Context: an optimization exercise on an open-source flow, tuned for small area, a short achievable clock period and few clock cycles per item. The choices shown serve that exercise and are no tape-out recipe.
In this exercise RTL edits were held to simulation tests only and were not proved equivalent to the original.

==> flow/design.v, too long to show whole: its modules and the start of the top module <==
// module tanh: 1642 lines
// module tanh_fa: 4 lines
// module tanh_ha: 4 lines
module tanh (
    input  clk,
    input  rst,
    input  [13:0] i_x,
    input  i_valid,
    output o_ready,
    output [13:0] o_fx,
    output o_valid,
    input  i_ready
);
  // ...
==> flow/run.sh <==
#!/bin/bash
# synth_recipe.tcl (not shown) runs the flow's synth.tcl, then flattens the netlist and writes it again
# the make line also repeats each setting of config.mk as NAME=value (left out here)
make -C /OpenROAD-flow-scripts/flow DESIGN_CONFIG=/design/flow/config.mk WORK_HOME=/design/flow/orfs CLKGATE_MAP_FILE= SYNTH_SCRIPT=/design/flow/synth_recipe.tcl finish
==> flow/config.mk <==
export PLATFORM = sky130hd
export DESIGN_NAME = tanh
export DESIGN_NICKNAME = tanh
export VERILOG_FILES = /design/flow/design.v
export SDC_FILE = /design/flow/constraint.sdc
export NUM_CORES = 4
export LEC_CHECK = 0
export CAP_MARGIN = 20
export CORE_MARGIN = 2
export CORE_UTILIZATION = 40
export SETUP_SLACK_MARGIN = 5
export SLEW_MARGIN = 20
export SYNTH_HIERARCHICAL = 1
export SYNTH_MINIMUM_KEEP_SIZE = 0
==> flow/constraint.sdc <==
create_clock -name core_clock -period 8.0 [get_ports {clk}]
set_input_delay 1.6000 -clock core_clock [delete_from_list [all_inputs] [get_ports {clk}]]
set_output_delay 1.6000 -clock core_clock [all_outputs]
set_load 0.01 [all_outputs]
==> results by group, run 1 <==
Placement
  • Cell Area, Placed: 42,430 um^2
  • Placement Setup Slack: 4243 ps

Status
  • Status: finished clean

Logic synthesis
  • Mean Syn Cell Area: ~13 um^2
  • Synth Area in Simple Gates: between 3 and 4%
  • Synth Area in XOR/XNOR: 10.42%
  • Largest family of logic cells by synthesized area: adder cells

Global routing
  • Met1 track demand over resource: 21.78%
  • M2 GR Usage: between 20 and 30%
  • Met3 Usage GRT: 2.154%

Finish
  • Non-CTS buffers: 452
  • Finished Layout Cells: 4,805
  • Seq cells: 617
  • # clk buffers: 77
  • Leading cell kind: multi-input combinational cells
  • Nets: 4,035
  • Area of the multi-input gates: 22,190 um^2

Setup path
  • Worst stage delay on the critical path: 540 ps
  • Critical path class: reg -> reg
  • Worst setup SP type: flop
  • WP data arrival: approximately 3600 ps
  • Critical path's top delay family: adder cells
  • CP required: 8360 ps
  • Critical-path cell with the highest stage delay: edfxtp_1

STA
  • Slew @ Worst Pin: 980.0 ps

Worst hold path
  • Min-Delay Path Class: reg -> reg
  • Hold depth: 0

Detailed routing
  • Via/cell ratio: 5.193

Floorplanning
  • Chip height: 322.8 um
  • DIE WIDTH: around 320 um
Testbench counts, summed over its fixed seeds: cycles 16,112, items 16,000.
==> run 2, diff against run 1 <==
--- a/flow/config.mk
+++ b/flow/config.mk
@@ -9,5 +9,5 @@
 export CORE_MARGIN = 2
 export CORE_UTILIZATION = 40
-export SETUP_SLACK_MARGIN = 5
+export SETUP_SLACK_MARGIN = 4.5
 export SLEW_MARGIN = 20
 export SYNTH_HIERARCHICAL = 1
==> results by group, run 2 <==
Logic synthesis
  • Most frequent cell after synthesis: edfxtp_1 (unchanged)
  • Mapped Cells: 3,084 (unchanged)
  • Syn Nets: 3,717 (unchanged)
  • Mapped Area: 40,640 um^2 (unchanged)
  • Post-synth EDFFs: 600 (unchanged)
  • Register area share after synthesis: 45.17% (unchanged)
  • Yosys cell types: 64 (unchanged)
  • Ys flop type: edfxtp_1 (unchanged)
  • Mean Syn Cell Area: 13.18 um^2 (unchanged)
  • Warnings, synthesis: 7 (unchanged)
  • Synth top area share: 44.33% (unchanged)
  • #FFs+latches synth: 617 (unchanged)
  • Ys async rst share: 0% (unchanged)
  • Post-synthesis cell type with the largest combined area: edfxtp_1 (unchanged)
  • Commonest cells post-synth: edfxtp_1 (600), xnor2_1 (415), a22oi_1 (367), fa_1 (310), ha_1 (305) (unchanged)
  • Synth top area cells: edfxtp_1 (44%), fa_1 (15%), ha_1 (9.4%), xnor2_1 (8.9%), a22oi_1 (6.8%) (unchanged)

Worst hold path
  • Min-delay src: x_s1[1]$_DFFE_PP_ (was q_s4[3]$_DFFE_PP_)
  • Hold depth: 0 (unchanged)
  • Min-Delay Path Class: reg -> reg (unchanged)
  • Hold endpoint: x_s2[1]$_DFFE_PP_ (was q_s5[3]$_DFFE_PP_)

Setup path
  • Reg2Reg Launch Point: q_s7[9]$_DFFE_PP_ (was q_s9[12]$_DFFE_PP_)
  • Worst stage delay on the critical path: 750 ps (was 540 ps)
  • R2R depth: 6 (was 7)
  • Worst setup SP type: flop (unchanged)
  • Crit-path cells: a22oi_1 > xnor2_1 > fa_1 > fa_1 > fa_1 > fa_1 (was buf_4 > a22oi_2 > xnor2_2 > fa_1 > fa_2 > fa_1 > fa_2)
  • RR Endpoint: m4_ha[5]$_DFFE_PP_ (was m5_ha[4]$_DFFE_PP_)
  • Critical path class: reg -> reg (unchanged)
  • Critical path's top delay family: adder cells (unchanged)
  • WP data arrival: 3760 ps (was 3600 ps)
  • CP required: 8350 ps (was 8360 ps)
  • Flop2flop setup slack: 4590 ps (was 4760 ps)
  • Buf/Inv on CP: 0 (was 1)
  • CP dominant cell by count: fa_1
  • Critical-path cell with the highest stage delay: edfxtp_1 (unchanged)
  • Endpoint class of the critical path: flop (unchanged)
  • CP Max Fanout: 13 (was 5)

Floorplanning
  • IO Pins: 34 (unchanged)
  • DIE AREA: 104,200 um^2 (unchanged)
  • DIE WIDTH: 322.8 um (unchanged)
  • Initial Util: 40.47% (unchanged)
  • Chip height: 322.8 um (unchanged)
  • Core area: 100,400 um^2 (unchanged)
  • Cell Rows: 116 (unchanged)

Finish
  • Layout area overhead: 11.79% (was 21.41%)
  • Most frequent cells in the layout: edfxtp_1 (600), xnor2_1 (414), a22oi_1 (367) (was edfxtp_1 (600), xnor2_1 (380), buf_4 (327))
  • Finished layout cell area: 45,430 um^2 (was 49,340 um^2)
  • Layout cells sized above 1: 10.19% (was 24.04%)
  • # diodes: 0 (unchanged)
  • Fillers: 9,111 (was 8,735)
  • Sequential Area: 18,360 um^2 (unchanged)
  • Most common cell after layout, fill and taps aside: edfxtp_1 (unchanged)
  • Final Core Density: 45.24% (was 49.13%)
  • Area of the multi-input gates: 21,000 um^2 (was 22,190 um^2)
  • Nets: 3,763 (was 4,035)

Global routing
  • Vias in the first global route: 23,930 (was 25,478)
  • Initial antenna violation count: 0 (was 1)
  • Global-route wire length before repair: 127,200 um (was 138,200 um)
  • Largest net degree at the start of global routing: 192 (was 161)
  • GRT overflow: 0 (unchanged)
  • GRT Total Usage: 15.06% (was 16.67%)

Clocking
  • Clock-pin slew of the registers on the worst-case setup and hold paths: 60 ps (about the same)
  • CTS tree: done (unchanged)
  • CTS Sinks: 617 (unchanged)
  • H-tree depth: 3 (unchanged)
  • Hold_buf cts: 0 (unchanged)
  • Deepest clock path buffer count: 3 (unchanged)
  • CTS buffer count: 68 (unchanged)
  • CTS root buffer: clkbuf_16 (unchanged)
  • Worst skew pair latency: 620 ps (about the same)

STA
  • Slew Viols, Final: 0 (unchanged)
  • Achievable clock frequency: 293.2 MHz (was 308.9 MHz)
  • Setup TNS: 0 ps (unchanged)
  • Post-route setup slack: 4590 ps (was 4763 ps)
  • Slew @ Worst Pin: 1022 ps (was 980.0 ps)
  • Worst rel slew slack: 31.89% (was 34.67%)
  • Fin crit period: 3410 ps (was 3237 ps)
  • # setup viols final: 0 (unchanged)
  • Endpoints failing hold: 0 (unchanged)
  • Final period utilization: 42.63% (was 40.46%)
  • Max Clock Skew: 20.15 ps (was 23.74 ps)
  • RSZ-0062 raised after global routing: yes (unchanged)

Detailed routing
  • Via/cell ratio: 5.179 (was 5.193)
  • Vias: 23,502 (was 24,950)
  • Routed Antenna Nets: 0 (unchanged)
  • Final WL: 77,300 um (was 86,060 um)
  • Routed len/inst: 17.03 um (was 17.91 um)
  • DRT iter0 DRCs: 1,482 (was 1,555)
  • Residual DRC count: 0 (unchanged)
  • DR pass1 iterations: 5 (unchanged)

Placement
  • Gpl congestion: 0.7905 (was 0.7914)
  • IO buf count: 33 (unchanged)
  • Cell Area, Placed: 42,130 um^2 (was 42,430 um^2)
  • DP HPWL: 53,010 um (was 55,250 um)
  • Placement Setup Slack: 4157 ps (was 4243 ps)

Status
  • Status: finished clean (unchanged)

Job
  • Number of max-cap violations: 0 (unchanged)
[run 2: changes by cell type in the layout (fill, tap and decap cells not counted), sizes merged, moves of 5 or more]
cell | before | now
clkinv | 25 | 34
clkdlybuf4s50 | 17 | 32
dlygate4sd2 | 13 | 0
buf | 418 | 147
bufinv | 7 | 2
[run 2: routing by layer]
metal,share of wire [%],routed length (um),global-route usage (%),vias up
met1,45,35150,20.30,11797
met5,0,0,0,-
met3,3.6,2800,2.241,107
li1,-,-,-,11144
met2,49,37660,25.36,454
met4,2.2,1685,4.052,0
[run 2: final cells by class]
cell class              instances  share of cell area [%]
well taps                    1357                   3.737
inverters                     177                   1.462
repair buffers                180                   3.522
clock inverters                43                  0.7848
flip-flops and latches        617                   40.41
clock buffers                  78                   3.872
multi-input cells            2086                   46.21
[run 2: timing repair]
item                                   4_1_cts  5_1_grt
setup endpoints to repair                   86      111
cloned                                       0        0
endpoints found under the hold margin        0        0
resized for setup                            5        5
pin swaps                                    0        4
setup buffers                               14      121
[run 2: logic make-up after synthesis]
group                    share of synthesized area [%]
buffers and inverters                            3.522
adder cells (fa/ha/maj)                          24.66
AND/OR/NAND/NOR                                  3.854
XOR/XNOR                                         10.42
flip-flops                                       45.17
multiplexers                                     1.318
AO/OA/AOI/OAI                                    11.06
[run 2: metrics by stage]
stage,std cells,hold WS (ps)
CTS,4417,412.9
floorplan,3084,400.3
global route,4538,417.3
finish,4538,412.8
detailed placement,4282,404.5
global placement,4282,400.5
[run 2: how the worst max path moves through the flow]
| stage | startpoint | endpoint | cells after the start |
|---|---|---|---|
| after floorplan | adv$_SDFF_PP1_ | ov_r$_SDFF_PP0_ | 10 |
| after global placement | adv$_SDFF_PP1_ | m2_hb[4]$_DFFE_PP_ | 3 |
| after detailed placement | adv$_SDFF_PP1_ | m2_hb[4]$_DFFE_PP_ | 3 |
| after CTS | adv$_SDFF_PP1_ | o_ready | 1 |
| after global routing | d2_two[2]$_DFFE_PP_ | m3_ha[5]$_DFFE_PP_ | 6 |
| final | q_s7[9]$_DFFE_PP_ | m4_ha[5]$_DFFE_PP_ | 6 |
[run 2: modules after synthesis (local to each module, per instance)]
module	area, um^2	flip-flops and latches	copies in the design
tanh_fa	20.02	0	310
tanh	33390	617	1
tanh_ha	12.51	0	84
==> run 3, diff against run 2 <==
--- a/flow/config.mk
+++ b/flow/config.mk
@@ -9,4 +9,5 @@
 export CORE_MARGIN = 2
 export CORE_UTILIZATION = 40
+export PLACE_DENSITY = 0.75
 export SETUP_SLACK_MARGIN = 4.5
 export SLEW_MARGIN = 20
==> results by group, run 3 <==
STA
  • Setup TNS: 0 ps (unchanged)
  • Endpoints failing hold: 0 (unchanged)
  • RSZ-0062 raised after global routing: no (was yes)
  • Worst rel slew slack: 31.06% (was 31.89%)
  • Max Clock Skew: 21.42 ps (was 20.15 ps)
  • Hold_ws: 403.1 ps (was 412.8 ps)
  • Slew Viols, Final: 0 (unchanged)
  • Achievable clock frequency: 288.5 MHz (was 293.2 MHz)
  • Final period utilization: 43.33% (was 42.63%)
  • Post-route setup slack: 4534 ps (was 4590 ps)
  • # setup viols final: 0 (unchanged)
  • Fin crit period: 3466 ps (was 3410 ps)
  • Slew @ Worst Pin: 1034 ps (was 1022 ps)

Global routing
  • Vias in the first global route: 24,573 (was 23,930)
  • GRT Total Usage: 14.90% (was 15.06%)
  • Largest net degree at the start of global routing: 183 (was 192)
  • Initial antenna violation count: 0 (unchanged)
  • GRT overflow: 0 (unchanged)
  • Global-route wire length before repair: 126,600 um (was 127,200 um)

Finish
  • Fillers: 8,695 (was 9,111)
  • Layout cells sized above 1: 11.53% (was 10.19%)
  • Final Core Density: 45.64% (was 45.24%)
  • Finished layout cell area: 45,840 um^2 (was 45,430 um^2)
  • # diodes: 0 (unchanged)
  • Nets: 3,813 (was 3,763)
  • Most frequent cells in the layout: edfxtp_1 (600), xnor2_1 (414), a22oi_1 (367) (unchanged)
  • Area of the multi-input gates: 20,980 um^2 (was 21,000 um^2)
  • Finished Layout Cells: 4,584 (was 4,538)
  • Most common cell after layout, fill and taps aside: edfxtp_1 (unchanged)
  • Layout area overhead: 12.79% (was 11.79%)
  • Sequential Area: 18,360 um^2 (unchanged)

Placement
  • IO buf count: 33 (unchanged)
  • DP HPWL: 52,650 um (was 53,010 um)
  • Placement Setup Slack: 4156 ps (was 4157 ps)
  • Cell Area, Placed: 42,100 um^2 (was 42,130 um^2)
  • Placed insts: 4,277 (was 4,282)
  • Gpl congestion: 0.8307 (was 0.7905)

Floorplanning
  • Cell Rows: 116 (unchanged)
  • DIE WIDTH: 322.8 um (unchanged)
  • Chip height: 322.8 um (unchanged)
  • DIE AREA: 104,200 um^2 (unchanged)
  • IO Pins: 34 (unchanged)
  • Core area: 100,400 um^2 (unchanged)
  • Initial Util: 40.47% (unchanged)

Logic synthesis
  • Most frequent cell after synthesis: edfxtp_1 (unchanged)
  • Warnings, synthesis: 7 (unchanged)
  • Ys async rst share: 0% (unchanged)
  • Mean Syn Cell Area: 13.18 um^2 (unchanged)
  • Synth Area in Adders: 24.66% (unchanged)
  • Post-synthesis cell type with the largest combined area: edfxtp_1 (unchanged)
  • Compound-cell area share of the yosys netlist: 11.06% (unchanged)
  • Synth Area in XOR/XNOR: 10.42% (unchanged)
  • Register area share after synthesis: 45.17% (unchanged)
  • Ys flop type: edfxtp_1 (unchanged)
  • #FFs+latches synth: 617 (unchanged)
  • Mux contribution to synthesized area: 1.318% (unchanged)
  • Synth top area share: 44.33% (unchanged)
  • Largest family of logic cells by synthesized area: adder cells (unchanged)
  • Synth top area cells: edfxtp_1 (44%), fa_1 (15%), ha_1 (9.4%), xnor2_1 (8.9%), a22oi_1 (6.8%) (unchanged)
  • Syn Nets: 3,717 (unchanged)
  • Commonest cells post-synth: edfxtp_1 (600), xnor2_1 (415), a22oi_1 (367), fa_1 (310), ha_1 (305) (unchanged)
  • Mapped Cells: 3,084 (unchanged)
  • Yosys cell types: 64 (unchanged)
  • Synth Area in Simple Gates: 3.854% (unchanged)
  • Mapped Area: 40,640 um^2 (unchanged)
  • Post-synth EDFFs: 600 (unchanged)

Worst hold path
  • Min-Delay Path Class: reg -> reg (unchanged)
  • Min-delay src: q_s6[11]$_DFFE_PP_ (was x_s1[1]$_DFFE_PP_)
  • Hold depth: 0 (unchanged)
  • Hold endpoint: q_s7[11]$_DFFE_PP_ (was x_s2[1]$_DFFE_PP_)

Clocking
  • Deepest clock path buffer count: 3 (unchanged)
  • CTS buffer count: 59 (was 68)
  • Clock-pin slew of the registers on the worst-case setup and hold paths: 60 ps (about the same)
  • H-tree depth: 2 (was 3)
  • CTS root buffer: clkbuf_16 (unchanged)
  • Worst skew pair latency: 650 ps (was 620 ps)
  • CTS tree: done (unchanged)
  • CTS Sinks: 617 (unchanged)
  • Hold_buf cts: 0 (unchanged)

Setup path
  • Reg2Reg Launch Point: q_s7[11]$_DFFE_PP_ (was q_s7[9]$_DFFE_PP_)
  • Endpoint class of the critical path: flop (unchanged)
  • Critical path class: reg -> reg (unchanged)
  • R2R depth: 6 (unchanged)
  • WP data arrival: 3840 ps (was 3760 ps)
  • CP required: 8370 ps (was 8350 ps)
  • Worst setup SP type: flop (unchanged)
  • Flop2flop setup slack: 4530 ps (was 4590 ps)
  • RR Endpoint: m4_ha[5]$_DFFE_PP_ (unchanged)
  • CP Max Fanout: 13 (unchanged)

Detailed routing
  • Final WL: 78,060 um (was 77,300 um)
  • Via/cell ratio: 5.269 (was 5.179)
  • DR pass1 iterations: 6 (was 5)
  • Metal2 WL: 40,470 um (was 37,660 um)
  • Routed wl met3: 3853 um (was 2800 um)
  • Routed len/inst: 17.03 um (about the same)
  • DRT iter0 DRCs: 1,942 (was 1,482)
  • Routed Antenna Nets: 0 (unchanged)
  • WL met1: 31,410 um (was 35,150 um)
  • Residual DRC count: 0 (unchanged)
  • Vias: 24,153 (was 23,502)
  • Top Metal Used: met4 (unchanged)

Status
  • Status: finished clean (unchanged)

Job
  • Number of max-cap violations: 0 (unchanged)
[run 3: cell types whose count changed in the layout (fill, tap and decap cells not counted), moves of 3 or more]
| cell | change |
|---|---|
| clkinv_2 | -3 |
| buf_4 | +54 |
| clkbuf_16 | -9 |
| clkbuf_1 | -3 |
| bufinv_16 | +8 |
| buf_12 | +6 |
[run 3: kinds of logic (layout without fill, tap and decap cells)]
family / count (synthesis) / after routing
buf+inv: 381 / 524
mux: 49 / 49
flops: 617 / 617
fa+ha+maj: 615 / 615
compound gates: 635 / 635
simple gates: 305 / 305
xor+xnor: 482 / 482
[run 3: layer usage]
metal	up-vias	track usage (%)
li1	11233	-
met1	12060	18.22
met2	699	26.76
met3	161	1.965
met4	0	5.478
met5	-	0
[run 3: what timing repair did]
item                       in CTS  in global routing
setup endpoints to repair      10                 33
buffers inserted               21                178
pin swaps                       0                  3
resized for setup               0                  2
[run 3: Yosys stat by module, one instance, submodules excluded]
module	flops+latches	area, um^2	cells inside	copies in the design
tanh	617	33390	2690	1
tanh_ha	0	12.51	1	84
tanh_fa	0	20.02	1	310
[run 3: layout make-up]
class,count,share of cell area (%)
Tap cell,1357,3.704
Clock inverter,44,1.168
Timing Repair Buffer,239,4.610
Sequential cell,617,40.05
Multi-Input combinational cell,2086,45.75
Clock buffer,64,3.262
Inverter,177,1.449
[run 3: worst max-delay path by stage]
stage	to	cells after the start	start	slack, ps
floorplan	ov_r$_SDFF_PP0_	10	adv$_SDFF_PP1_	2250
global placement	e0[10]$_DFFE_PP_	4	i_ready	4220
detailed placement	e0[12]$_DFFE_PP_	4	i_ready	4160
CTS	m6_ha[8]$_DFFE_PP_	6	r5p[10]$_DFFE_PP_	4510
global route	m4_ha[5]$_DFFE_PP_	6	q_s7[11]$_DFFE_PP_	4410
finish	m4_ha[5]$_DFFE_PP_	6	q_s7[11]$_DFFE_PP_	4530
[run 3: critical path, cell delays in order, from the launching register on]
cell and delay [ps]:
edfxtp_1 670, a22oi_1 210, xnor2_1 290, fa_1 490, fa_1 520, fa_1 520, fa_1 490
==> run 4, diff against run 3 <==
--- a/flow/config.mk
+++ b/flow/config.mk
@@ -9,6 +9,5 @@
 export CORE_MARGIN = 2
 export CORE_UTILIZATION = 40
-export PLACE_DENSITY = 0.75
-export SETUP_SLACK_MARGIN = 4.5
+export SETUP_SLACK_MARGIN = 4.7
 export SLEW_MARGIN = 20
 export SYNTH_HIERARCHICAL = 1
==> results by group, run 4 <==
Status
  • Status: finished clean (unchanged)

Detailed routing
  • Final WL: 84,260 um (was 78,060 um)
  • Via/cell ratio: 5.178 (was 5.269)
  • DR pass1 iterations: 5 (was 6)
  • Routed Antenna Nets: 0 (unchanged)
  • Vias: 24,331 (was 24,153)
  • Routed len/inst: 17.93 um (was 17.03 um)
  • DRT iter0 DRCs: 1,455 (was 1,942)
  • Residual DRC count: 0 (unchanged)

STA
  • Fin crit period: 3284 ps (was 3466 ps)
  • RSZ-0062 raised after global routing: yes (was no)
  • Slew @ Worst Pin: 1040 ps (was 1034 ps)
  • # setup viols final: 0 (unchanged)
  • Setup TNS: 0 ps (unchanged)
  • Max Clock Skew: 31.42 ps (was 21.42 ps)
  • Endpoints failing hold: 0 (unchanged)
  • Final period utilization: 41.05% (was 43.33%)
  • Worst rel slew slack: 30.18% (was 31.06%)
  • Post-route setup slack: 4716 ps (was 4534 ps)
  • Slew Viols, Final: 0 (unchanged)
  • Achievable clock frequency: 304.5 MHz (was 288.5 MHz)

Logic synthesis
  • Commonest cells post-synth: edfxtp_1 (600), xnor2_1 (415), a22oi_1 (367), fa_1 (310), ha_1 (305) (unchanged)
  • Mapped Area: 40,640 um^2 (unchanged)
  • Mapped Cells: 3,084 (unchanged)
  • Ys flop type: edfxtp_1 (unchanged)
  • Yosys cell types: 64 (unchanged)
  • Warnings, synthesis: 7 (unchanged)
  • Most frequent cell after synthesis: edfxtp_1 (unchanged)
  • Synth top area cells: edfxtp_1 (44%), fa_1 (15%), ha_1 (9.4%), xnor2_1 (8.9%), a22oi_1 (6.8%) (unchanged)
  • Register area share after synthesis: 45.17% (unchanged)
  • Ys async rst share: 0% (unchanged)
  • Mean Syn Cell Area: 13.18 um^2 (unchanged)
  • Post-synth EDFFs: 600 (unchanged)
  • #FFs+latches synth: 617 (unchanged)
  • Synth top area share: 44.33% (unchanged)
  • Post-synthesis cell type with the largest combined area: edfxtp_1 (unchanged)
  • Syn Nets: 3,717 (unchanged)

Global routing
  • Vias in the first global route: 24,967 (was 24,573)
  • Largest net degree at the start of global routing: 84 (was 183)
  • Initial antenna violation count: 1 (was 0)
  • GRT Total Usage: 16.40% (was 14.90%)
  • Global-route wire length before repair: 135,700 um (was 126,600 um)
  • GRT overflow: 0 (unchanged)

Floorplanning
  • Initial Util: 40.47% (unchanged)
  • Chip height: 322.8 um (unchanged)
  • IO Pins: 34 (unchanged)
  • DIE WIDTH: 322.8 um (unchanged)
  • Core area: 100,400 um^2 (unchanged)
  • Cell Rows: 116 (unchanged)
  • DIE AREA: 104,200 um^2 (unchanged)

Finish
  • Most common cell after layout, fill and taps aside: edfxtp_1 (unchanged)
  • Layout cells sized above 1: 15.12% (was 11.53%)
  • Nets: 3,918 (was 3,813)
  • Fillers: 9,098 (was 8,695)
  • Layout area overhead: 15.65% (was 12.79%)
  • Most frequent cells in the layout: edfxtp_1 (600), xnor2_1 (412), a22oi_1 (350) (was edfxtp_1 (600), xnor2_1 (414), a22oi_1 (367))

Setup path
  • CP Max Fanout: 7 (was 13)
  • Worst setup SP type: flop (unchanged)
  • Critical path class: reg -> reg (unchanged)
  • WP data arrival: 3640 ps (was 3840 ps)
  • Endpoint class of the critical path: flop (unchanged)
  • CP required: 8360 ps (was 8370 ps)

Clocking
  • CTS tree: done (unchanged)
  • Worst skew pair latency: 620 ps (was 650 ps)
  • CTS buffer count: 72 (was 59)
  • CTS root buffer: clkbuf_16 (unchanged)
  • CTS Sinks: 617 (unchanged)
  • Clock-pin slew of the registers on the worst-case setup and hold paths: 60 ps (about the same)
  • Deepest clock path buffer count: 3 (unchanged)
  • H-tree depth: 3 (was 2)

Placement
  • DP HPWL: 55,590 um (was 52,650 um)
  • Placement Setup Slack: 3939 ps (was 4156 ps)
  • Gpl congestion: 0.7904 (was 0.8307)
  • IO buf count: 33 (unchanged)

Job
  • Number of max-cap violations: 0 (unchanged)

Worst hold path
  • Min-Delay Path Class: reg -> reg (unchanged)
## run 4: timing repair
item | 4_1_cts | 5_1_grt
setup buffers | 192 | 92
hold buffers | 0 | 0
gates resized for setup | 6 | 45
endpoints found under the setup margin | 207 | 157
pin swaps | 5 | 46
## run 4: area by class of cell
class | instances | area [um^2] | share of cell area [%]
multi-input combinational | 2086 | 21190 | 45.07
clock inverter | 39 | 410.4 | 0.8732
inverter | 177 | 664.4 | 1.414
tap | 1357 | 1698 | 3.612
sequential | 617 | 18360 | 39.07
clock buffer | 90 | 1933 | 4.113
timing repair buffer | 331 | 2744 | 5.838
antenna | 2 | 5.005 | 0.01065
## run 4: through the flow
| stage | hold WS, ps | cell area, um^2 | util [%] | cells |
|---|---|---|---|---|
| floorplan | 400.3 | 40800 | - | 3084 |
| global placement | 401.1 | 42130 | 41.95 | 4284 |
| detailed placement | 404.5 | 42130 | 41.95 | 4284 |
| CTS | 411.6 | 46090 | 45.89 | 4605 |
| global route | 419.2 | 47000 | 46.79 | 4697 |
| finish | 411.1 | 47000 | 46.80 | 4699 |
## run 4: final timing paths
kind | depth (start not counted) | slack (ps) | start | to
worst max-delay path | 7 | 4720 | r5p[10]$_DFFE_PP_ | m6_ha[7]$_DFFE_PP_
worst min-delay path | 0 | 410 | x_s9[6]$_DFFE_PP_ | x_s10[6]$_DFFE_PP_
worst max register to register | 7 | 4720 | r5p[10]$_DFFE_PP_ | m6_ha[7]$_DFFE_PP_
worst min register to register | 0 | 410 | x_s9[6]$_DFFE_PP_ | x_s10[6]$_DFFE_PP_
## run 4: critical path: stages (launching register included)
cell and delay (ps):
edfxtp_1 440, buf_12 170, a22oi_2 220, xnor2_2 120, fa_1 620, fa_1 460, fa_1 560, fa_2 420
## run 4: cell families (layout without fill, tap and decap cells)
group,count (synthesis),in the layout,share of synthesized area [%]
AOI/OAI and AO/OA,635,635,11.06
xor gates and xnor gates,482,482,10.42
adders and majority gates,615,615,24.66
buffers and inverters,381,637,3.522
DFF,617,617,45.17
muxes,49,49,1.318
other,0,2,0
and+or+nand+nor,305,305,3.854
## run 4: routing by layer
metal	vias to the layer above	track usage, %	share of wire [%]
li1	11473	-	-
met1	12234	21.68	44
met2	487	27.60	49
met3	137	2.719	4.0
met4	0	5.106	2.6
met5	-	0	0
## run 4: modules after synthesis (local to each module, per instance)
module,times used,flip-flops and latches,cells
tanh_ha,84,0,1
tanh_fa,310,0,1
tanh,1,617,2690
==> run 5, diff against run 4 <==
--- a/flow/config.mk
+++ b/flow/config.mk
@@ -8,6 +8,6 @@
 export CAP_MARGIN = 20
 export CORE_MARGIN = 2
-export CORE_UTILIZATION = 40
-export SETUP_SLACK_MARGIN = 4.7
+export CORE_UTILIZATION = 55
+export SETUP_SLACK_MARGIN = 4.6
 export SLEW_MARGIN = 20
 export SYNTH_HIERARCHICAL = 1
==> results by group, run 5 <==
Logic synthesis
  • Post-synthesis cell type with the largest combined area: edfxtp_1 (unchanged)
  • Mean Syn Cell Area: 13.18 um^2 (unchanged)
  • #FFs+latches synth: 617 (unchanged)
  • Synth top area cells: edfxtp_1 (44%), fa_1 (15%), ha_1 (9.4%), xnor2_1 (8.9%), a22oi_1 (6.8%) (unchanged)
  • Most frequent cell after synthesis: edfxtp_1 (unchanged)
  • Ys flop type: edfxtp_1 (unchanged)
  • Synth top area share: 44.33% (unchanged)
  • Commonest cells post-synth: edfxtp_1 (600), xnor2_1 (415), a22oi_1 (367), fa_1 (310), ha_1 (305) (unchanged)
  • Mapped Cells: 3,084 (unchanged)
  • Register area share after synthesis: 45.17% (unchanged)
  • Ys async rst share: 0% (unchanged)
  • Warnings, synthesis: 7 (unchanged)
  • Mapped Area: 40,640 um^2 (unchanged)
  • Yosys cell types: 64 (unchanged)
  • Post-synth EDFFs: 600 (unchanged)
  • Syn Nets: 3,717 (unchanged)

Job
  • Number of max-cap violations: 0 (unchanged)

Finish
  • Layout cells sized above 1: 13.87% (was 15.12%)
  • Fillers: 5,605 (was 9,098)
  • Nets: 3,898 (was 3,918)
  • Most common cell after layout, fill and taps aside: edfxtp_1 (unchanged)
  • Sequential Area: 18,360 um^2 (unchanged)
  • Area of the multi-input gates: 21,010 um^2 (was 21,190 um^2)
  • Layout area overhead: 13.86% (was 15.65%)
  • # diodes: 0 (was 2)
  • Final Core Density: 63.32% (was 46.80%)
  • Most frequent cells in the layout: edfxtp_1 (600), xnor2_1 (414), a22oi_1 (364) (was edfxtp_1 (600), xnor2_1 (412), a22oi_1 (350))
  • Finished Layout Cells: 4,276 (was 4,699)

Clocking
  • CTS Sinks: 617 (unchanged)
  • Clock-pin slew of the registers on the worst-case setup and hold paths: 60 ps (about the same)
  • H-tree depth: 3 (unchanged)
  • CTS root buffer: clkbuf_16 (unchanged)
  • CTS buffer count: 69 (was 72)
  • Hold_buf cts: 0 (unchanged)
  • Worst skew pair latency: 600 ps (was 620 ps)
  • CTS tree: done (unchanged)
  • Deepest clock path buffer count: 3 (unchanged)

Global routing
  • GRT overflow: 0 (unchanged)
  • GRT Total Usage: 23.17% (was 16.40%)
  • Global-route wire length before repair: 137,400 um (was 135,700 um)
  • Largest net degree at the start of global routing: 79 (was 84)
  • Initial antenna violation count: 1 (unchanged)
  • Vias in the first global route: 25,254 (was 24,967)

STA
  • Hold_ws: 412.6 ps (was 411.1 ps)
  • Worst rel slew slack: 31.95% (was 30.18%)
  • Max Clock Skew: 12.63 ps (was 31.42 ps)
  • Slew @ Worst Pin: 1021 ps (was 1040 ps)
  • Slew Viols, Final: 0 (unchanged)
  • Endpoints failing hold: 0 (unchanged)
  • # setup viols final: 0 (unchanged)
  • Achievable clock frequency: 301.0 MHz (was 304.5 MHz)
  • RSZ-0062 raised after global routing: yes (unchanged)
  • Post-route setup slack: 4678 ps (was 4716 ps)
  • Setup TNS: 0 ps (unchanged)
  • Fin crit period: 3322 ps (was 3284 ps)
  • Final period utilization: 41.53% (was 41.05%)

Floorplanning
  • DIE AREA: 76,080 um^2 (was 104,200 um^2)
  • Initial Util: 55.61% (was 40.47%)
  • Chip height: 275.8 um (was 322.8 um)
  • Cell Rows: 99 (was 116)
  • DIE WIDTH: 275.8 um (was 322.8 um)
  • Core area: 73,080 um^2 (was 100,400 um^2)
  • IO Pins: 34 (unchanged)

Detailed routing
  • Vias: 24,583 (was 24,331)
  • Routed len/inst: 20.30 um (was 17.93 um)
  • Residual DRC count: 0 (unchanged)
  • DR pass1 iterations: 16 (was 5)
  • DRT iter0 DRCs: 1,688 (was 1,455)
  • Routed Antenna Nets: 0 (unchanged)
  • Via/cell ratio: 5.749 (was 5.178)
  • Final WL: 86,810 um (was 84,260 um)

Setup path
  • Critical path class: reg -> reg (unchanged)
  • WP data arrival: 3660 ps (was 3640 ps)
  • Worst setup SP type: flop (unchanged)
  • Endpoint class of the critical path: flop (unchanged)
  • CP Max Fanout: 6 (was 7)
  • CP required: 8340 ps (was 8360 ps)

Placement
  • DP HPWL: 58,660 um (was 55,590 um)
  • IO buf count: 33 (unchanged)
  • Placed insts: 3,881 (was 4,284)
  • Placement Setup Slack: 4089 ps (was 3939 ps)
  • Gpl congestion: 0.8491 (was 0.7904)

Status
  • Status: finished clean (unchanged)

Worst hold path
  • Min-Delay Path Class: reg -> reg (unchanged)
==> run 5: cell types whose count changed in the layout (fill, tap and decap cells not counted), sizes merged, moves of 2 or more <==
cell and delta:
buf -19, clkinv -4, clkinvlp +3, diode -2, inv -2
==> run 5: area by class of cell <==
class	instances	share of cell area, %
multi-input cells	2086	45.39
flip-flops and latches	617	39.68
repair buffers	314	5.889
clock buffers	87	4.150
well taps	959	2.593
inverters	177	1.436
clock inverters	36	0.8598
==> run 5: per-module statistics from Yosys (local to each module, per instance) <==
module	copies in the design	area, um^2	cells inside
tanh_fa	310	20.02	1
tanh	1	33390	2690
tanh_ha	84	12.51	1
==> run 5: worst max-delay path, stage by stage (launching register included) <==
cell and delay, ps:
edfxtp_1 420, inv_2 90, ha_1 230, ha_1 300, or4b_4 470, a21oi_2 190, o2111ai_1 160, a21boi_2 140
buf_4 150, a31oi_2 120, xnor2_2 190, buf_4 150, ha_1 190, mux2_2 270
==> run 5: what timing repair did <==
item                       4_1_cts  5_1_grt
setup endpoints to repair      171       41
setup buffers                  118      154
pin swaps                        4        7
resized for setup                5        6
==> run 5: routing by layer <==
metal  vias to the layer above  track usage, %  wire length (um)
met1                     12456           29.31             35730
li1                      11416               -                 -
met4                         0           7.654              2489
met3                       140           3.375              3870
met2                       571           40.95             44730
met5                         -               0                 0
==> run 5: path summary, 6_finish.rpt <==
path                                       endpoint  slack (ps)                from  cells after the start
worst max-delay path            d1_two[3]$_DFFE_PP_        4680   q_s2[4]$_DFFE_PP_                     13
worst min-delay path             x_s9[13]$_DFFE_PP_         410  x_s8[13]$_DFFE_PP_                      0
worst max register to register  d1_two[3]$_DFFE_PP_        4680   q_s2[4]$_DFFE_PP_                     13
worst min register to register   x_s9[13]$_DFFE_PP_         410  x_s8[13]$_DFFE_PP_                      0
==> run 5: kinds of logic (layout without fill, tap and decap cells) <==
group                      after synthesis  in the layout  share of synthesized area (%)
AOI/OAI and AO/OA                      635            635                          11.06
xor gates and xnor gates               482            482                          10.42
buffers and inverters                  381            614                          3.522
DFF                                    617            617                          45.17
adders and majority gates              615            615                          24.66
and+or+nand+nor                        305            305                          3.854
muxes                                   49             49                          1.318
==> run 5: metrics by stage <==
stage | instance area [um^2]
after floorplan | 40780
after global placement | 41590
after detailed placement | 41590
after CTS | 44940
after global routing | 46280
final | 46280
==> run 6, diff against run 5 <==
--- a/flow/config.mk
+++ b/flow/config.mk
@@ -8,5 +8,6 @@
 export CAP_MARGIN = 20
 export CORE_MARGIN = 2
-export CORE_UTILIZATION = 55
+export CORE_UTILIZATION = 40
+export CTS_BUF_LIST = sky130_fd_sc_hd__clkbuf_8 sky130_fd_sc_hd__clkbuf_4
 export SETUP_SLACK_MARGIN = 4.6
 export SLEW_MARGIN = 20
==> results by group, run 6 <==
Status
  • Status: finished clean (unchanged)

STA
  • # setup viols final: 0 (unchanged)
  • Final period utilization: 42.36% (was 41.53%)
  • Setup TNS: 0 ps (unchanged)
  • Worst rel slew slack: 32.39% (was 31.95%)
  • Slew Viols, Final: 0 (unchanged)
  • Achievable clock frequency: 295.1 MHz (was 301.0 MHz)
  • Slew @ Worst Pin: 1011 ps (was 1021 ps)
  • Endpoints failing hold: 0 (unchanged)
  • Max Clock Skew: 36.38 ps (was 12.63 ps)
  • Post-route setup slack: 4611 ps (was 4678 ps)
  • Fin crit period: 3389 ps (was 3322 ps)
  • RSZ-0062 raised after global routing: yes (unchanged)

Floorplanning
  • Chip height: 322.8 um (was 275.8 um)
  • IO Pins: 34 (unchanged)
  • Initial Util: 40.47% (was 55.61%)
  • DIE AREA: 104,200 um^2 (was 76,080 um^2)
  • Cell Rows: 116 (was 99)
  • Core area: 100,400 um^2 (was 73,080 um^2)
  • DIE WIDTH: 322.8 um (was 275.8 um)

Placement
  • DP HPWL: 54,580 um (was 58,660 um)
  • IO buf count: 33 (unchanged)
  • Placement Setup Slack: 4185 ps (was 4089 ps)
  • Placed insts: 4,283 (was 3,881)
  • Gpl congestion: 0.8046 (was 0.8491)

Finish
  • Layout area overhead: 13.50% (was 13.86%)
  • Layout cells sized above 1: 14.35% (was 13.87%)
  • Nets: 3,877 (was 3,898)
  • Finished Layout Cells: 4,691 (was 4,276)
  • Most frequent cells in the layout: edfxtp_1 (600), xnor2_1 (414), a22oi_1 (367) (was edfxtp_1 (600), xnor2_1 (414), a22oi_1 (364))
  • Most common cell after layout, fill and taps aside: edfxtp_1 (unchanged)
  • Final Core Density: 45.93% (was 63.32%)

Logic synthesis
  • Synth top area share: 44.33% (unchanged)
  • Mapped Area: 40,640 um^2 (unchanged)
  • Mapped Cells: 3,084 (unchanged)
  • Post-synthesis cell type with the largest combined area: edfxtp_1 (unchanged)
  • Commonest cells post-synth: edfxtp_1 (600), xnor2_1 (415), a22oi_1 (367), fa_1 (310), ha_1 (305) (unchanged)
  • Ys flop type: edfxtp_1 (unchanged)
  • Synth top area cells: edfxtp_1 (44%), fa_1 (15%), ha_1 (9.4%), xnor2_1 (8.9%), a22oi_1 (6.8%) (unchanged)
  • Syn Nets: 3,717 (unchanged)
  • Yosys cell types: 64 (unchanged)
  • #FFs+latches synth: 617 (unchanged)
  • Warnings, synthesis: 7 (unchanged)
  • Register area share after synthesis: 45.17% (unchanged)
  • Most frequent cell after synthesis: edfxtp_1 (unchanged)
  • Mean Syn Cell Area: 13.18 um^2 (unchanged)
  • Post-synth EDFFs: 600 (unchanged)
  • Ys async rst share: 0% (unchanged)

Detailed routing
  • Residual DRC count: 0 (unchanged)
  • Via/cell ratio: 5.091 (was 5.749)
  • DR pass1 iterations: 5 (was 16)
  • Final WL: 79,520 um (was 86,810 um)
  • DRT iter0 DRCs: 1,397 (was 1,688)
  • Vias: 23,883 (was 24,583)
  • Routed len/inst: 16.95 um (was 20.30 um)
  • Routed Antenna Nets: 0 (unchanged)

Global routing
  • Initial antenna violation count: 2 (was 1)
  • Vias in the first global route: 24,027 (was 25,254)
  • Global-route wire length before repair: 129,600 um (was 137,400 um)
  • GRT Total Usage: 15.45% (was 23.17%)
  • Largest net degree at the start of global routing: 138 (was 79)
  • GRT overflow: 0 (unchanged)

Setup path
  • Worst setup SP type: flop (unchanged)
  • R2R depth: 6 (was 13)
  • Reg2Reg Launch Point: q_s9[4]$_DFFE_PP_ (was q_s2[4]$_DFFE_PP_)
  • Endpoint class of the critical path: flop (unchanged)
  • WP data arrival: 3840 ps (was 3660 ps)
  • Critical Path Sink: m5_ha[6]$_DFFE_PP_ (was d1_two[3]$_DFFE_PP_)
  • Flop2flop setup slack: 4610 ps (was 4680 ps)
  • CP startpoint: q_s9[4]$_DFFE_PP_ (was q_s2[4]$_DFFE_PP_)
  • RR Endpoint: m5_ha[6]$_DFFE_PP_ (was d1_two[3]$_DFFE_PP_)
  • CP required: 8450 ps (was 8340 ps)
  • Critical path class: reg -> reg (unchanged)
  • CP Max Fanout: 14 (was 6)

Clocking
  • Deepest clock path buffer count: 3 (unchanged)
  • CTS buffer count: 103 (was 69)
  • Worst skew pair latency: 710 ps (was 600 ps)
  • H-tree depth: 3 (unchanged)
  • Hold_buf cts: 0 (unchanged)
  • CTS Sinks: 617 (unchanged)
  • CTS tree: done (unchanged)
  • CTS root buffer: clkbuf_8 (was clkbuf_16)
  • Clock-pin slew of the registers on the worst-case setup and hold paths: 60 ps (about the same)

Worst hold path
  • Hold depth: 0 (unchanged)
  • Min-Delay Path Class: reg -> reg (unchanged)

Job
  • Number of max-cap violations: 0 (unchanged)
[run 6: cell counts after synthesis]
Identical to the previous run, type by type.
[run 6: what timing repair did]
action | CTS | global route
resized for setup | 3 | 14
pin swaps | 2 | 4
setup endpoints to repair | 27 | 120
buffers inserted | 59 | 154
[run 6: worst min path at each step]
stage | startpoint | end
2_1_floorplan | q_s4[0]$_DFFE_PP_ | q_s5[0]$_DFFE_PP_
3_5_place_dp | q_s8[2]$_DFFE_PP_ | q_s9[2]$_DFFE_PP_
3_3_place_gp | x_s7[8]$_DFFE_PP_ | x_s8[8]$_DFFE_PP_
6_report | x_s9[2]$_DFFE_PP_ | x_s10[2]$_DFFE_PP_
4_1_cts | x_s9[2]$_DFFE_PP_ | x_s10[2]$_DFFE_PP_
5_1_grt | x_s3[8]$_DFFE_PP_ | x_s4[8]$_DFFE_PP_
[run 6: metal layers]
layer / track usage [%] / vias up / part of all wire (%)
li1: - / 11395 / -
met1: 20.24 / 11902 / 44
met2: 26.24 / 437 / 49
met3: 2.229 / 147 / 3.5
met4: 5.240 / 2 / 3.0
met5: 0 / - / 0.016
[run 6: cells by family (layout without fill, tap and decap cells)]
kind of cell	count (synthesis)	after routing	synth area share [%]
adders and majority gates	615	615	24.66
muxes	49	49	1.318
and+or+nand+nor	305	305	3.854
xor gates and xnor gates	482	482	10.42
DFF	617	617	45.17
other	0	2	0
AOI/OAI and AO/OA	635	635	11.06
buffers and inverters	381	629	3.522
[run 6: area by class of cell]
type                       count  area, um^2
antenna                        2       5.005
timing repair buffer         259        2205
clock buffer                 142        1723
fill                        9124       54310
clock inverter                51       437.9
tap                         1357        1698
inverter                     177       664.4
multi-input combinational   2086       21040
sequential                   617       18360
[run 6: Yosys stat by module, one instance, submodules excluded]
module / flops+latches / cells
tanh_ha: 0 / 1
tanh_fa: 0 / 1
tanh: 617 / 2690
[run 6: critical path: stages, from the launching register on]
cell	delay, ps
edfxtp_1	720
a22oi_1	200
xnor2_1	250
fa_1	470
fa_1	500
fa_1	520
fa_1	490
[run 6: per-stage QoR]
step | hold slack (ps) | cell area (um^2)
3_3_place_gp | 400.0 | 42140
6_report | 396.7 | 46130
3_5_place_dp | 404.5 | 42140
2_1_floorplan | 400.3 | 40780
5_1_grt | 401.7 | 46130
4_1_cts | 404.6 | 44790

re-timing with driven ports:
In the flow no input, the clock included, has a driving cell. The finished layouts below were timed again as built, in two steps. Step 1 (the two cells are an assumption about what drives the block):
set clk [get_ports {clk}]
set_driving_cell -lib_cell sky130_fd_sc_hd__clkbuf_16 $clk
set_driving_cell -lib_cell sky130_fd_sc_hd__buf_2 [delete_from_list [all_inputs] $clk]
Step 2 times the ports against the registers' clock, not the clock port: input delays grow and output delays shrink by t, the midpoint of the rising clock arrivals with the driver on. Slacks: ideal ports / drivers / drivers and shift; pairs: ideal ports / drivers.
run | t (ns) | setup slack, ns | worst hold slack (ns)
run 1 | 0.674 | 4.763 / 4.763 / 4.546 | 0.414 / 0.414 / 0.414
run 2 | 0.684 | 4.590 / 4.590 / 4.208 | 0.413 / 0.413 / 0.413
run 3 | 0.702 | 4.534 / 4.534 / 4.230 | 0.403 / 0.403 / 0.403
run 4 | 0.670 | 4.716 / 4.716 / 4.238 | 0.411 / 0.411 / 0.411
run 5 | 0.657 | 4.678 / 4.667 / 4.193 | 0.413 / 0.413 / 0.413
run 6 | 0.767 | 4.611 / 4.611 / 4.201 | 0.397 / 0.397 / 0.397
After both steps setup and hold are still met in every run listed. The setup slack of run 5, which loses most, moves by -0.011 ns with the drivers and by -0.485 ns with both steps.
